From an optimization exercise on the open Yosys and OpenROAD flow, aimed at small area and a short achievable clock period; shortcuts taken in it are not production practice. Where RTL was checked, it was by simulation tests only, not by an equivalence proof against the original.

==> 07-15: inputs <==
Design MyMain, start of the top module:
module MyMain( R, G, B,Vsync, Hsync,Display0, Display1, Display2, Display3, kyClk, kyData, clk,kd, c0, c1, c2, c3, rst);
output[3:0] R, G, B;
output Vsync, Hsync;
input kyClk, kyData, clk;
input rst;  
output[7:0] kd;
wire[7:0] KeyData;
output[ 6:0 ] Display0, Display1, Display2,Display3;
wire[3:0] curnum0, curnum1, curnum2, curnum3;
output[3:0] c0, c1, c2, c3;
assign kd = KeyData;
assign c0 = curnum0;
assign c1 = curnum1;
assign c2 = curnum2;
assign c3 = curnum3;
SegmentDriver SegmD1(Display1, curnum1);
SegmentDriver SegmD2(Display2, curnum2);
SegmentDriver SegmD3(Display3, curnum3);
Keyboard KBD(KeyData, kyClk, kyData, clk, rst);
VGADriver VGAD( R, G, B, Vsync, Hsync, clk, curnum0, curnum1, curnum2, curnum3, Display0, KeyData, rst);
endmodule
==> flow/config.mk <==
export PLATFORM = sky130hd
export DESIGN_NAME = MyMain
export DESIGN_NICKNAME = MyMain
export VERILOG_FILES = /design/flow/design.v
export SDC_FILE = /design/flow/constraint.sdc
export NUM_CORES = 4
export LEC_CHECK = 0
export CAP_MARGIN = 20
export CORE_MARGIN = 2
export CORE_UTILIZATION = 65
export CTS_BUF_LIST = sky130_fd_sc_hd__clkbuf_8
export CTS_CLUSTER_DIAMETER = 100
export CTS_CLUSTER_SIZE = 40
export PLACE_DENSITY = 0.8
export SLEW_MARGIN = 20
export TNS_END_PERCENT = 20
==> flow/constraint.sdc <==
create_clock -name core_clock -period 125.0 [get_ports {clk}]
set_input_delay 25.0000 -clock core_clock [delete_from_list [all_inputs] [get_ports {clk}]]
set_output_delay 25.0000 -clock core_clock [all_outputs]
set_load 0.01 [all_outputs]
standard.sh (not shown) runs the stock make flow with config.mk's settings and CLKGATE_MAP_FILE= SYNTH_SCRIPT=/design/flow/synth_recipe.tcl, a recipe that flattens the netlist after the stock synthesis.
==> flow/flow/run.sh <==
#!/bin/bash
# Layout flow: the standard layout (standard.sh: the standard synthesis,
# floorplan, power grid, placement, clock tree and routing) with three
# settings of its own, passed to ORFS through the environment:
#  - the ports are buffered with a plain buffer (buf_2) instead of the delay
#    cell that port buffering picks by default;
#  - timing repair is asked for a setup margin of 98.9 ns, so that it also
#    works on the paths from the inputs and to the outputs, which the 125 ns
#    clock otherwise leaves with a large slack;
#  - the clock tree is built without dummy loads.
# The whole output of the flow goes to standard.log here, and ORFS writes each
# step's log under orfs/logs.
set -o pipefail
export BUFFER_PORTS_ARGS="-buffer_cell sky130_fd_sc_hd__buf_2"
export SETUP_SLACK_MARGIN=98.9
export CTS_ARGS="-sink_clustering_enable -repair_clock_nets -dont_use_dummy_load -sink_clustering_size 40 -sink_clustering_max_diameter 100 -buf_list sky130_fd_sc_hd__clkbuf_8"
bash standard.sh 2>&1 | tee standard.log
==> 05-23: changes against 07-15 <==
--- a/flow/design.v
+++ b/flow/design.v
@@ -37,44 +37,47 @@
 wire fall = pf && !kyClk;
 wire mid = (cycles != 4'd0) && (cycles < 4'd9);      
 wire last = (cycles >= 4'd10);                       
 wire [7:0] kd_s = (tempdata == 8'hf0 || keyup) ? 8'hf0 : tempdata;
 wire ku_s = (tempdata == 8'hf0);
 wire kd_en = fall && last && (gotStart || !kyData);
 wire gs = gotStart || !kyd_r;
-wire clr = rst || (fall_r && last);
-always @(posedge clk) begin
-	cycles <= clr ? 4'd0 : cycles + {3'd0, fall_r};
-	element <= clr ? 3'd0 : element + {2'd0, fall_r && gs && mid};
-end
 always @(posedge clk) begin
 	kyd_r <= kyData;
 	if (rst) begin
 		q <= 5'd21;
 		newKbClk <= 1'b0;
 		tempdata <= 8'd0;
+		cycles <= 4'd0;
+		element <= 3'd0;
 		gotStart <= 1'b0;
 		KeyData <= 8'd0;
 		keyup <= 1'b0;
 		fall_r <= 1'b0;
 	end else begin
 		q <= kyClk ? q1 : q0;
 		newKbClk <= kyClk ? nk1 : nk0;
 		fall_r <= fall;
 		if (kd_en)
 			KeyData <= kd_s;
 		if (fall_r) begin
-			if (gs && mid)
+			if (gs && mid) begin
 				tempdata[element] <= kyd_r;
+				element <= element + 3'd1;
+			end
 			if (last) begin
+				cycles <= 4'd0;
+				element <= 3'd0;
 				gotStart <= 1'b0;
 				if (gs)
 					keyup <= ku_s;
-			end else
+			end else begin
+				cycles <= cycles + 4'd1;
 				gotStart <= gs;
+			end
 		end
 	end
 end
 endmodule
 module VGADriver(R, G, B, Vsync, Hsync, sysclk, curnum0, curnum1, curnum2, curnum3, Seg0, KeyData, rst);
 input sysclk, rst;
 input [7:0] KeyData;
@@ -93,14 +96,16 @@
 reg [9:0]  XT;
 reg [8:0]  YT;
 reg [5:0]  A_inc;            
 reg [1:0]  dxb, dyb;         
 reg [9:0]  XB;
 reg [8:0]  YB;
 reg        c1;               
+reg [8:0]  LG;
+reg [14:0] dcnt;             
 assign curnum1 = {3'b000, c1};
 assign curnum2 = 4'd0;
 assign curnum3 = 4'd0;
 wire win = c1 & curnum0[1];
 function [14:0] add;
 	input [14:0] x;
 	input [14:0] y;
@@ -120,34 +125,14 @@
 	step = d[1] ? (d[0] ? 15'h7fff : 15'd1) : 15'd0;
 endfunction
 function sel;
 	input [1:0] d;
 	input pm, p0, pp;
 	sel = d[1] ? (d[0] ? pm : pp) : p0;
 endfunction
-function [8:0] lgrom;
-	input c1d;
-	input [3:0] c0d;
-	case ({c1d, c0d})
-	5'h00: lgrom = 9'd37;
-	5'h01: lgrom = 9'd62;
-	5'h02: lgrom = 9'd87;
-	5'h03: lgrom = 9'd112;
-	5'h04: lgrom = 9'd137;
-	5'h05: lgrom = 9'd162;
-	5'h06: lgrom = 9'd187;
-	5'h07: lgrom = 9'd212;
-	5'h08: lgrom = 9'd237;
-	5'h09: lgrom = 9'd262;
-	5'h10: lgrom = 9'd287;
-	5'h11: lgrom = 9'd312;
-	default: lgrom = 9'd337;
-	endcase
-endfunction
-wire [8:0] LG = lgrom(c1, curnum0);
 function [6:0] seg7;
 	input [3:0] v;
 	case (v)
 	0: seg7 = 7'b1000000;
 	1: seg7 = 7'b1111001;
 	2: seg7 = 7'b0100100;
 	3: seg7 = 7'b0110000;
@@ -253,97 +238,112 @@
 end
 wire pmove = (A_inc == 6'd63);
 wire bmove = (A_inc[1:0] == 2'd3);
 wire [1:0] sx = bmove ? cdxb : 2'b00;        
 wire [1:0] sy = bmove ? cdyb : 2'b00;
 wire [1:0] tx = pmove ? dx3 : 2'b00;         
 wire [1:0] ty = pmove ? dy3 : 2'b00;
-wire win_end = (YT == 9'd464) && (XT == 10'd885);    
-wire tickd = !iclk && draw;
-wire run = tickd && !win;
-wire wend = tickd && win && win_end;
-wire [9:0] X3 = (wend || run && (P || Gl)) ? 10'd308 : XB;
-wire [8:0] Y3 = (run && P) ? 9'd432 : (wend || run && Gl) ? 9'd332 : YB;
-wire [9:0] XT3 = (wend || run && Gl) ? 10'd340 : XT;
-wire [8:0] YT3 = (wend || run && Gl) ? 9'd445 : YT;
-wire [8:0] LG3 = (run && Gl) ? add({6'd0, LG}, 15'd25, 1'b0) : LG;
-wire [9:0] X4 = add({5'd0, X3}, step(run ? sx : 2'b00), 1'b0);
-wire [8:0] Y4 = add({6'd0, Y3}, step(run ? sy : 2'b00), 1'b0);
-wire wtick = tickd && win && !win_end;       
-wire xcarry = wtick && (XT == 10'd1023);
-wire [9:0] XT4 = add({5'd0, XT3}, step(run ? tx : {wtick, 1'b0}), 1'b0);
-wire [8:0] YT4 = add({6'd0, YT3}, step(run ? ty : {xcarry, 1'b0}), 1'b0);
-wire hwrap = !iclk && (HC >= 10'd836);
-wire [9:0] HC4 = (rst || hwrap) ? {9'd18, !rst} : add({5'd0, HC}, 15'd0, !iclk);
-wire [9:0] VC4 = (rst || hwrap && (VC >= 10'd556)) ? 10'd32 : add({5'd0, VC}, 15'd0, hwrap);
-wire [5:0] A4 = rst ? 6'd0 : add({9'd0, A_inc}, 15'd0, run);
-wire goal = run && Gl;
-wire [3:0] CN3 = (wend || goal && curnum0 == 4'd9) ? 4'd0 : add({11'd0, curnum0}, 15'd0, goal);
-wire [3:0] CN4 = rst ? 4'd0 : CN3;
-always @(posedge sysclk) begin
-	XB <= rst ? 10'd308 : X4;
-	YB <= rst ? 9'd332 : Y4;
-	XT <= rst ? 10'd340 : XT4;
-	YT <= rst ? 9'd445 : YT4;
-	HC <= HC4;
-	VC <= VC4;
-	A_inc <= A4;
-	curnum0 <= CN4;
-	Seg0 <= rst ? 7'b1000000 : seg7(CN3);      
-end
-function win29;
+wire [9:0] X3 = (P || Gl) ? 10'd308 : XB;
+wire [8:0] Y3 = P ? 9'd432 : Gl ? 9'd332 : YB;
+wire [9:0] XT3 = Gl ? 10'd340 : XT;
+wire [8:0] YT3 = Gl ? 9'd445 : YT;
+wire [8:0] LG3 = Gl ? add({6'd0, LG}, 15'd25, 1'b0) : LG;
+wire [9:0] X4 = add({5'd0, X3}, step(sx), 1'b0);
+wire [8:0] Y4 = add({6'd0, Y3}, step(sy), 1'b0);
+wire [9:0] XT4 = add({5'd0, XT3}, step(tx), 1'b0);
+wire [8:0] YT4 = add({6'd0, YT3}, step(ty), 1'b0);
+function win30;
+	input [1:0] s;
 	input [4:0] v;       
-	win29 = (v >= 1) && (v <= 29);
+	win30 = sel(s, (v <= 28), (v >= 1) && (v <= 29), (v >= 2) && (v <= 30));
 endfunction
-wire [9:0]  Hb = add({5'd0, HC}, ~{5'd0, X4}, 1'b1);    
-wire [9:0]  Vb = add({5'd0, VC}, ~{6'd0, Y4}, 1'b1);    
-wire [9:0]  Hp = add({5'd0, HC}, ~{5'd0, XT4}, 1'b1);   
-wire [9:0]  Vp = add({5'd0, VC}, ~{6'd0, YT4}, 1'b1);   
-wire ball_x = (Hb[9:5] == 5'b00001) && win29(Hb[4:0]) && (X4 != 10'd3);
-wire ball_y = (Vb[9:5] == 5'b00000) && win29(Vb[4:0]) && (Y4 != 9'd31);
-wire pad_x = (Hp[9:5] == 5'b00000) && win29(Hp[4:0]);
-wire pad_y = (Vp[9:5] == 5'b00001) && win29(Vp[4:0]);
+wire [9:0]  Hb = add({5'd0, HC}, ~{5'd0, X3}, 1'b1);    
+wire [9:0]  Vb = add({5'd0, VC}, ~{6'd0, Y3}, 1'b1);    
+wire [9:0]  Hp = add({5'd0, HC}, ~{5'd0, XT3}, 1'b1);   
+wire [9:0]  Vp = add({5'd0, VC}, ~{6'd0, YT3}, 1'b1);   
+wire ball_x = (Hb[9:5] == 5'b00001) && win30(sx, Hb[4:0]) && !(X3 == 10'd4 && sx == 2'b11);
+wire ball_y = (Vb[9:5] == 5'b00000) && win30(sy, Vb[4:0]) && !(Y3 == 9'd32 && sy == 2'b11);
+wire pad_x = (Hp[9:5] == 5'b00000) && win30(tx, Hp[4:0]);
+wire pad_y = (Vp[9:5] == 5'b00001) && win30(ty, Vp[4:0]);
 wire center_on = (VC > 212) && (VC < 232) && (HC > 256) && (HC < 456);
 wire [9:0] Hl = add({5'd0, HC}, ~{6'd0, LG3}, 1'b1);    
 wire [9:0] Hr = add({5'd0, HC}, {6'd0, LG3}, 1'b0);     
 wire post_h = (Hl[9:6] == 4'b0000 && Hl[5:0] <= 8) || (Hr[9:6] == 4'b1011 && Hr[5:0] <= 8);
 wire post_on = (VC > 32) && (VC < 62) && post_h;
 wire border_on = (HC < 41) || (HC > 671) || (VC < 37) || (VC > 507);
 always @(posedge sysclk) begin
 	if (rst)
 		iclk <= 1'b0;
 	else
 		iclk <= ~iclk;
 end
+wire win_end = (dcnt == 15'd3020);
 always @(posedge sysclk) begin
 	if (rst) begin
+		HC <= 10'd36;
+		VC <= 10'd32;
 		dx <= 0;
 		dy <= 0;
+		XT <= 10'd340;
+		YT <= 9'd445;
+		A_inc <= 0;
 		dxb <= 2'b10;
 		dyb <= 0;
+		XB <= 10'd308;
+		YB <= 9'd332;
+		curnum0 <= 0;
 		c1 <= 0;
+		Seg0 <= 7'b1000000;
+		LG <= 9'd37;
+		dcnt <= 0;
 	end else if (!iclk) begin
 		if (draw) begin
 			if (!win) begin
 				dx <= dx3;
 				dy <= dy3;
 				dxb <= cdxb;
 				dyb <= cdyb;
+				XT <= XT4;
+				YT <= YT4;
+				XB <= X4;
+				YB <= Y4;
+				LG <= LG3;
+				A_inc <= add({9'd0, A_inc}, 15'd0, 1'b1);
 				if (Gl) begin
-					if (curnum0 == 4'd9)
+					if (curnum0 == 4'd9) begin
+						curnum0 <= 4'd0;
+						Seg0 <= seg7(4'd0);
 						c1 <= 1'b1;
+					end else begin
+						curnum0 <= add({11'd0, curnum0}, 15'd0, 1'b1);
+						Seg0 <= seg7(add({11'd0, curnum0}, 15'd0, 1'b1));
+					end
 				end
 			end else if (win_end) begin
+				dcnt <= 0;
+				LG <= 9'd37;
+				XT <= 10'd340;
+				YT <= 9'd445;
+				XB <= 10'd308;
+				YB <= 9'd332;
 				dx <= 0;
 				dy <= 0;
 				dyb <= 0;
 				dxb <= 2'b10;
+				curnum0 <= 0;
 				c1 <= 0;
-			end
+				Seg0 <= 7'b1000000;
+			end else
+				dcnt <= {dcnt[13:0], ~(dcnt[14] ^ dcnt[13])};
 		end
+		if (HC >= 10'd836) begin
+			HC <= 10'd37;
+			VC <= (VC >= 10'd556) ? 10'd32 : add({5'd0, VC}, 15'd0, 1'b1);
+		end else
+			HC <= add({5'd0, HC}, 15'd0, 1'b1);
 	end
 end
 always @(posedge sysclk) begin
 	if (rst) begin
 		Hsync <= 0; Vsync <= 0;
 		R <= 0; G <= 0; Bq <= 0;
 	end else if (!iclk) begin
==> flow/flow/run.sh (replaced) <==
#!/bin/bash
# The standard layout (the standard.sh: unchanged synthesis, floorplan,
# power grid, placement, clock tree and routing), with the ports buffered by
# a plain buffer instead of the delay cell the port buffering picks by
# default.
set -o pipefail
export BUFFER_PORTS_ARGS="-buffer_cell sky130_fd_sc_hd__buf_2"
bash standard.sh 2>&1 | tee standard.log
TNS_END_PERCENT = not set   (was 20)
==> 06-06: changes against 07-15 <==
--- a/flow/design.v
+++ b/flow/design.v
@@ -273,26 +273,24 @@
 wire [9:0] XT4 = add({5'd0, XT3}, step(run ? tx : {wtick, 1'b0}), 1'b0);
 wire [8:0] YT4 = add({6'd0, YT3}, step(run ? ty : {xcarry, 1'b0}), 1'b0);
 wire hwrap = !iclk && (HC >= 10'd836);
 wire [9:0] HC4 = (rst || hwrap) ? {9'd18, !rst} : add({5'd0, HC}, 15'd0, !iclk);
 wire [9:0] VC4 = (rst || hwrap && (VC >= 10'd556)) ? 10'd32 : add({5'd0, VC}, 15'd0, hwrap);
 wire [5:0] A4 = rst ? 6'd0 : add({9'd0, A_inc}, 15'd0, run);
 wire goal = run && Gl;
-wire [3:0] CN3 = (wend || goal && curnum0 == 4'd9) ? 4'd0 : add({11'd0, curnum0}, 15'd0, goal);
-wire [3:0] CN4 = rst ? 4'd0 : CN3;
+wire [3:0] CN4 = (rst || wend || goal && curnum0 == 4'd9) ? 4'd0 : add({11'd0, curnum0}, 15'd0, goal);
 always @(posedge sysclk) begin
 	XB <= rst ? 10'd308 : X4;
 	YB <= rst ? 9'd332 : Y4;
 	XT <= rst ? 10'd340 : XT4;
 	YT <= rst ? 9'd445 : YT4;
 	HC <= HC4;
 	VC <= VC4;
 	A_inc <= A4;
 	curnum0 <= CN4;
-	Seg0 <= rst ? 7'b1000000 : seg7(CN3);      
 end
 function win29;
 	input [4:0] v;       
 	win29 = (v >= 1) && (v <= 29);
 endfunction
 wire [9:0]  Hb = add({5'd0, HC}, ~{5'd0, X4}, 1'b1);    
 wire [9:0]  Vb = add({5'd0, VC}, ~{6'd0, Y4}, 1'b1);    
@@ -317,31 +315,36 @@
 always @(posedge sysclk) begin
 	if (rst) begin
 		dx <= 0;
 		dy <= 0;
 		dxb <= 2'b10;
 		dyb <= 0;
 		c1 <= 0;
+		Seg0 <= 7'b1000000;
 	end else if (!iclk) begin
 		if (draw) begin
 			if (!win) begin
 				dx <= dx3;
 				dy <= dy3;
 				dxb <= cdxb;
 				dyb <= cdyb;
 				if (Gl) begin
-					if (curnum0 == 4'd9)
+					if (curnum0 == 4'd9) begin
+						Seg0 <= seg7(4'd0);
 						c1 <= 1'b1;
+					end else
+						Seg0 <= seg7(add({11'd0, curnum0}, 15'd0, 1'b1));
 				end
 			end else if (win_end) begin
 				dx <= 0;
 				dy <= 0;
 				dyb <= 0;
 				dxb <= 2'b10;
 				c1 <= 0;
+				Seg0 <= 7'b1000000;
 			end
 		end
 	end
 end
 always @(posedge sysclk) begin
 	if (rst) begin
 		Hsync <= 0; Vsync <= 0;
--- a/flow/flow/run.sh
+++ b/flow/flow/run.sh
@@ -9,9 +9,9 @@
 #    clock otherwise leaves with a large slack;
 #  - the clock tree is built without dummy loads.
 # The whole output of the flow goes to standard.log here, and ORFS writes each
 # step's log under orfs/logs.
 set -o pipefail
 export BUFFER_PORTS_ARGS="-buffer_cell sky130_fd_sc_hd__buf_2"
 export SETUP_SLACK_MARGIN=98.9
-export CTS_ARGS="-sink_clustering_enable -repair_clock_nets -dont_use_dummy_load -sink_clustering_size 40 -sink_clustering_max_diameter 100 -buf_list sky130_fd_sc_hd__clkbuf_8"
+export CTS_ARGS="-sink_clustering_enable -repair_clock_nets -dont_use_dummy_load -sink_clustering_size 35 -sink_clustering_max_diameter 300 -buf_list sky130_fd_sc_hd__clkbuf_16"
 bash standard.sh 2>&1 | tee standard.log
TNS_END_PERCENT = not set   (was 20)
==> 09-07: changes against 07-15 <==
--- a/flow/design.v
+++ b/flow/design.v
@@ -93,14 +93,15 @@
 reg [9:0]  XT;
 reg [8:0]  YT;
 reg [5:0]  A_inc;            
 reg [1:0]  dxb, dyb;         
 reg [9:0]  XB;
 reg [8:0]  YB;
 reg        c1;               
+reg [8:0]  LG;
 assign curnum1 = {3'b000, c1};
 assign curnum2 = 4'd0;
 assign curnum3 = 4'd0;
 wire win = c1 & curnum0[1];
 function [14:0] add;
 	input [14:0] x;
 	input [14:0] y;
@@ -120,34 +121,14 @@
 	step = d[1] ? (d[0] ? 15'h7fff : 15'd1) : 15'd0;
 endfunction
 function sel;
 	input [1:0] d;
 	input pm, p0, pp;
 	sel = d[1] ? (d[0] ? pm : pp) : p0;
 endfunction
-function [8:0] lgrom;
-	input c1d;
-	input [3:0] c0d;
-	case ({c1d, c0d})
-	5'h00: lgrom = 9'd37;
-	5'h01: lgrom = 9'd62;
-	5'h02: lgrom = 9'd87;
-	5'h03: lgrom = 9'd112;
-	5'h04: lgrom = 9'd137;
-	5'h05: lgrom = 9'd162;
-	5'h06: lgrom = 9'd187;
-	5'h07: lgrom = 9'd212;
-	5'h08: lgrom = 9'd237;
-	5'h09: lgrom = 9'd262;
-	5'h10: lgrom = 9'd287;
-	5'h11: lgrom = 9'd312;
-	default: lgrom = 9'd337;
-	endcase
-endfunction
-wire [8:0] LG = lgrom(c1, curnum0);
 function [6:0] seg7;
 	input [3:0] v;
 	case (v)
 	0: seg7 = 7'b1000000;
 	1: seg7 = 7'b1111001;
 	2: seg7 = 7'b0100100;
 	3: seg7 = 7'b0110000;
@@ -272,27 +253,27 @@
 wire xcarry = wtick && (XT == 10'd1023);
 wire [9:0] XT4 = add({5'd0, XT3}, step(run ? tx : {wtick, 1'b0}), 1'b0);
 wire [8:0] YT4 = add({6'd0, YT3}, step(run ? ty : {xcarry, 1'b0}), 1'b0);
 wire hwrap = !iclk && (HC >= 10'd836);
 wire [9:0] HC4 = (rst || hwrap) ? {9'd18, !rst} : add({5'd0, HC}, 15'd0, !iclk);
 wire [9:0] VC4 = (rst || hwrap && (VC >= 10'd556)) ? 10'd32 : add({5'd0, VC}, 15'd0, hwrap);
 wire [5:0] A4 = rst ? 6'd0 : add({9'd0, A_inc}, 15'd0, run);
+wire [8:0] LG4 = (rst || wend) ? 9'd37 : LG3;
 wire goal = run && Gl;
-wire [3:0] CN3 = (wend || goal && curnum0 == 4'd9) ? 4'd0 : add({11'd0, curnum0}, 15'd0, goal);
-wire [3:0] CN4 = rst ? 4'd0 : CN3;
+wire [3:0] CN4 = (rst || wend || goal && curnum0 == 4'd9) ? 4'd0 : add({11'd0, curnum0}, 15'd0, goal);
 always @(posedge sysclk) begin
 	XB <= rst ? 10'd308 : X4;
 	YB <= rst ? 9'd332 : Y4;
 	XT <= rst ? 10'd340 : XT4;
 	YT <= rst ? 9'd445 : YT4;
 	HC <= HC4;
 	VC <= VC4;
 	A_inc <= A4;
+	LG <= LG4;
 	curnum0 <= CN4;
-	Seg0 <= rst ? 7'b1000000 : seg7(CN3);      
 end
 function win29;
 	input [4:0] v;       
 	win29 = (v >= 1) && (v <= 29);
 endfunction
 wire [9:0]  Hb = add({5'd0, HC}, ~{5'd0, X4}, 1'b1);    
 wire [9:0]  Vb = add({5'd0, VC}, ~{6'd0, Y4}, 1'b1);    
@@ -317,31 +298,36 @@
 always @(posedge sysclk) begin
 	if (rst) begin
 		dx <= 0;
 		dy <= 0;
 		dxb <= 2'b10;
 		dyb <= 0;
 		c1 <= 0;
+		Seg0 <= 7'b1000000;
 	end else if (!iclk) begin
 		if (draw) begin
 			if (!win) begin
 				dx <= dx3;
 				dy <= dy3;
 				dxb <= cdxb;
 				dyb <= cdyb;
 				if (Gl) begin
-					if (curnum0 == 4'd9)
+					if (curnum0 == 4'd9) begin
+						Seg0 <= seg7(4'd0);
 						c1 <= 1'b1;
+					end else
+						Seg0 <= seg7(add({11'd0, curnum0}, 15'd0, 1'b1));
 				end
 			end else if (win_end) begin
 				dx <= 0;
 				dy <= 0;
 				dyb <= 0;
 				dxb <= 2'b10;
 				c1 <= 0;
+				Seg0 <= 7'b1000000;
 			end
 		end
 	end
 end
 always @(posedge sysclk) begin
 	if (rst) begin
 		Hsync <= 0; Vsync <= 0;
==> flow/flow/run.sh (replaced) <==
#!/bin/bash
set -o pipefail
export BUFFER_PORTS_ARGS="-buffer_cell sky130_fd_sc_hd__buf_2"
export SETUP_SLACK_MARGIN=98.9
export CTS_ARGS="-sink_clustering_enable -repair_clock_nets -dont_use_dummy_load -sink_clustering_size 40 -sink_clustering_max_diameter 100 -buf_list sky130_fd_sc_hd__clkbuf_8"
bash standard.sh 2>&1 | tee standard.log
ABC_AREA = 1   (was not set)
TNS_END_PERCENT = not set   (was 20)
==> notes.md <==
05-23 produced a clean layout. 09-07 completed without violations. 07-15 produced a clean layout. 06-06 finished with timing, DRC and antenna clean.
In fmax, 06-06 and 09-07 hardly differ.
The lowest routed wire length belongs to 07-15, the highest to 05-23.
In 09-07 the cell area is smaller than in 05-23, by 10%.
The highest setup slack belongs to 09-07, the lowest to 05-23.
Via count, highest first: 05-23, 09-07, 06-06, 07-15.
Function not checked in 09-07: the RTL went through the layout flow alone.

-- afterwards: timing with drivers on the ports --
How much do the figures lean on ideal ports? The routed layouts below were timed once more, with nothing changed but the port constraints.
Step 1 (the two cells are an assumption about what drives the block):
set clk [get_ports {clk}]
set_driving_cell -lib_cell sky130_fd_sc_hd__clkbuf_16 $clk
set_driving_cell -lib_cell sky130_fd_sc_hd__buf_2 [delete_from_list [all_inputs] $clk]
Step 2 moves the port delays by t, midway between the first and last clock arrival at a register: inputs arrive t later, outputs are due t later. That takes back most of the time a late clock gives input paths.
Three values: no drivers, after step 1, after step 2; two values: the first two.
| run | shift t [ns] | slack for setup (ns) | hold WS [ns] | worst setup path at the end | pins driven straight from the clock port |
|---|---|---|---|---|---|
| 07-15 | 0.486 | 98.859 / 98.822 / 98.582 | 0.482 / 0.482 / 0.482 | input to register | 1 |
| 05-23 | 0.508 | 98.531 / 98.549 / 98.041 | 0.464 / 0.464 / 0.464 | input to register | 1 |
| 06-06 | 0.471 | 98.919 / 98.904 / 98.474 | 0.457 / 0.457 / 0.457 | input to register | 1 |
| 09-07 | 0.470 | 98.958 / 98.918 / 98.548 | 0.464 / 0.464 / 0.464 | input to register | 1 |
After both steps setup and hold are still met in every run listed. The setup slack of 05-23, which loses most, moves by +0.018 ns with the drivers and by -0.490 ns with both steps.
